This design comes from an exercise in tuning for small area on the open sky130 flow, not from production work. The RTL was checked by simulation tests, not by an equivalence proof against the original design. Power is estimated from default activity; no workload was simulated.

==> v19 <==
// nvdl_term
module nvdl_term (
  input clk,
  input rst,
  input ps2_clk,
  input ps2_dat,
  output vram_we,
  output [11:0] vram_waddr,
  output [7:0] vram_wascii,
  output [2:0] vram_wfg,
  output [2:0] vram_wbg,
  output [11:0] vram_raddr,
  input [7:0] vram_rascii,
  input [2:0] vram_rfg,
  input [2:0] vram_rbg,
  output [3:0] vga_r,
  output [3:0] vga_g,
  output [3:0] vga_b,
  output vga_hs,
  output vga_vs,
  output vga_valid
);
export LEC_CHECK = 0
export ABC_AREA = 1
export CAP_MARGIN = 20
export CELL_PAD_IN_SITES_DETAIL_PLACEMENT = 1
export CELL_PAD_IN_SITES_GLOBAL_PLACEMENT = 2
export CORE_MARGIN = 2
export CORE_UTILIZATION = 25
export PLACE_DENSITY = 0.45
export SLEW_MARGIN = 20
export SYNTH_MEMORY_MAX_BITS = 65536
create_clock -name core_clock -period 12.0 [get_ports {clk}]
standard.sh (not shown) runs the stock make flow with config.mk's settings and CLKGATE_MAP_FILE= SYNTH_SCRIPT=/design/flow/synth_recipe.tcl, a recipe that flattens the netlist after the stock synthesis.
==> flow/flow/run.sh <==
#!/bin/bash
# Own flow: the standard synthesis, then the combinational logic between
# the (untouched) flip-flops is re-mapped by ABC for area, then the standard flow's
# standard layout from the floorplan on. Each tool's output goes to a log
# file in the work folder.
set -euo pipefail
WORK=$(pwd)
FL=$WORK/flow
R=$WORK/orfs/results/$FLOW_PLATFORM/nvdl_term/base
LIB=$FLOW_HOME/platforms/$FLOW_PLATFORM/lib/sky130_fd_sc_hd__tt_025C_1v80.lib
YOSYS=yosys
if [[ -x $FLOW_HOME/../tools/install/yosys/bin/yosys ]]; then
  YOSYS=$FLOW_HOME/../tools/install/yosys/bin/yosys
fi

bash standard.sh synth > $WORK/flow_synth.log 2>&1
cp $R/1_2_yosys.v $WORK/remap_in.v

# 2. re-map the combinational logic; sequential cells stay black boxes
SEQ=$(awk '/^ *cell *\(/{c=$0; gsub(/.*cell *\( *"?|"? *\).*/,"",c)} /^ *(ff|latch|statetable) *\(/{print c}' $LIB | sort -u)
DU=$(sed 's/^/-dont_use /' $FL/dont_use.txt | tr '\n' ' ')
{
  echo "read_liberty -ignore_miss_func $LIB"
  echo "read_verilog -defer $WORK/remap_in.v"
  echo "hierarchy -top $FLOW_TOP"
  for c in $SEQ; do
    if grep -q "$c " $WORK/remap_in.v; then echo "blackbox $c"; fi
  done
  echo "flatten"
  echo "opt_clean -purge"
  echo "tee -o $WORK/remap_stat_in.txt stat"
  echo "abc -liberty $LIB $DU -script $FL/remap.abc"
  echo "opt_clean -purge"
  echo "read_liberty -lib -overwrite -ignore_miss_func $LIB"
  echo "splitnets"
  echo "opt_clean -purge"
  echo "hilomap -singleton -hicell sky130_fd_sc_hd__conb_1 HI -locell sky130_fd_sc_hd__conb_1 LO"
  echo "insbuf -buf sky130_fd_sc_hd__buf_1 A X"
  echo "check -assert"
  echo "tee -o $WORK/remap_stat.txt stat -liberty $LIB"
  echo "write_verilog -noattr -nohex -nodec $WORK/remap_out.v"
} > $WORK/remap.ys
$YOSYS -s $WORK/remap.ys > $WORK/flow_remap.log 2>&1

# 3. standard layout on the re-mapped netlist
cp $WORK/remap_out.v $R/1_2_yosys.v
rm -f $R/1_synth.odb $R/1_synth.sdc
# port buffers: the smallest buffer instead of the library pick
export BUFFER_PORTS_ARGS="-buffer_cell sky130_fd_sc_hd__buf_1"
bash standard.sh > $WORK/flow_layout.log 2>&1
Other scripts of this flow, unchanged in this note and not shown: flow/flow/dont_use.txt, flow/flow/remap.abc
==> inputs of v32, as changes to v19 <==
--- a/flow/config.mk
+++ b/flow/config.mk
@@ -11,6 +11,7 @@
 export CELL_PAD_IN_SITES_GLOBAL_PLACEMENT = 2
 export CORE_MARGIN = 2
 export CORE_UTILIZATION = 25
+export CTS_BUF_LIST = sky130_fd_sc_hd__clkbuf_8
 export PLACE_DENSITY = 0.45
 export SLEW_MARGIN = 20
 export SYNTH_MEMORY_MAX_BITS = 65536
==> comparison table <==
item	v32	v19
Run status	no timing/DRC/antenna violations	no timing/DRC/antenna violations
Post-route cell area	0.0125 mm^2	0.0126 mm^2
Vias in the first global route	16.7k	16.8k
Clock-cell share of area	1.58%	2.37%
Drt first-iter violations	3599	3433
Wire length on met2	40300 um	39900 um
Overall track demand over capacity in global routing	46.6%	46.6%
Met1 Resource Use GR	52.8%	52.9%
Number of non-clock buffers	182	183
Wire length on met3	16900 um	16800 um
Total of fill cells in the finished design	5358	5353
Pleak	3.99 nW	4.04 nW
Proportion of power drawn by flip-flops and latches	27.6%	25.9%
Worst voltage drop across the vdd grid	0.0562 mV	0.0782 mV
Routed via count	18.0k	17.9k

-- static timing again, ports no longer ideal --
In the flow no input, the clock included, has a driving cell. The finished layouts below were timed again as built, in two steps. Step 1: set_driving_cell puts a clkbuf_16 on clk and a buf_2 on each other input, an assumption about the parent block. Step 2, shift: input delay + t, output delay - t, t = (earliest + latest rising clock arrival at the registers) / 2. This alone moves slack from input paths to output paths. Three values: ideal ports, drivers, drivers and shift; two values: the first two.
| run | t, ns | slack for setup (ns) | worst setup path after step 2 | clock arrival spread, ns | worst slew at a driven data input, ns |
|---|---|---|---|---|---|
| v19 | 0.434 | 1.467 / 1.406 / 1.576 | input to output | 0.015 / 0.014 | 0.03 |
| v32 | 0.472 | 1.370 / 1.317 / 1.584 | input to output | 0.016 / 0.016 | 0.03 |
After both steps setup and hold are still met in every run listed.
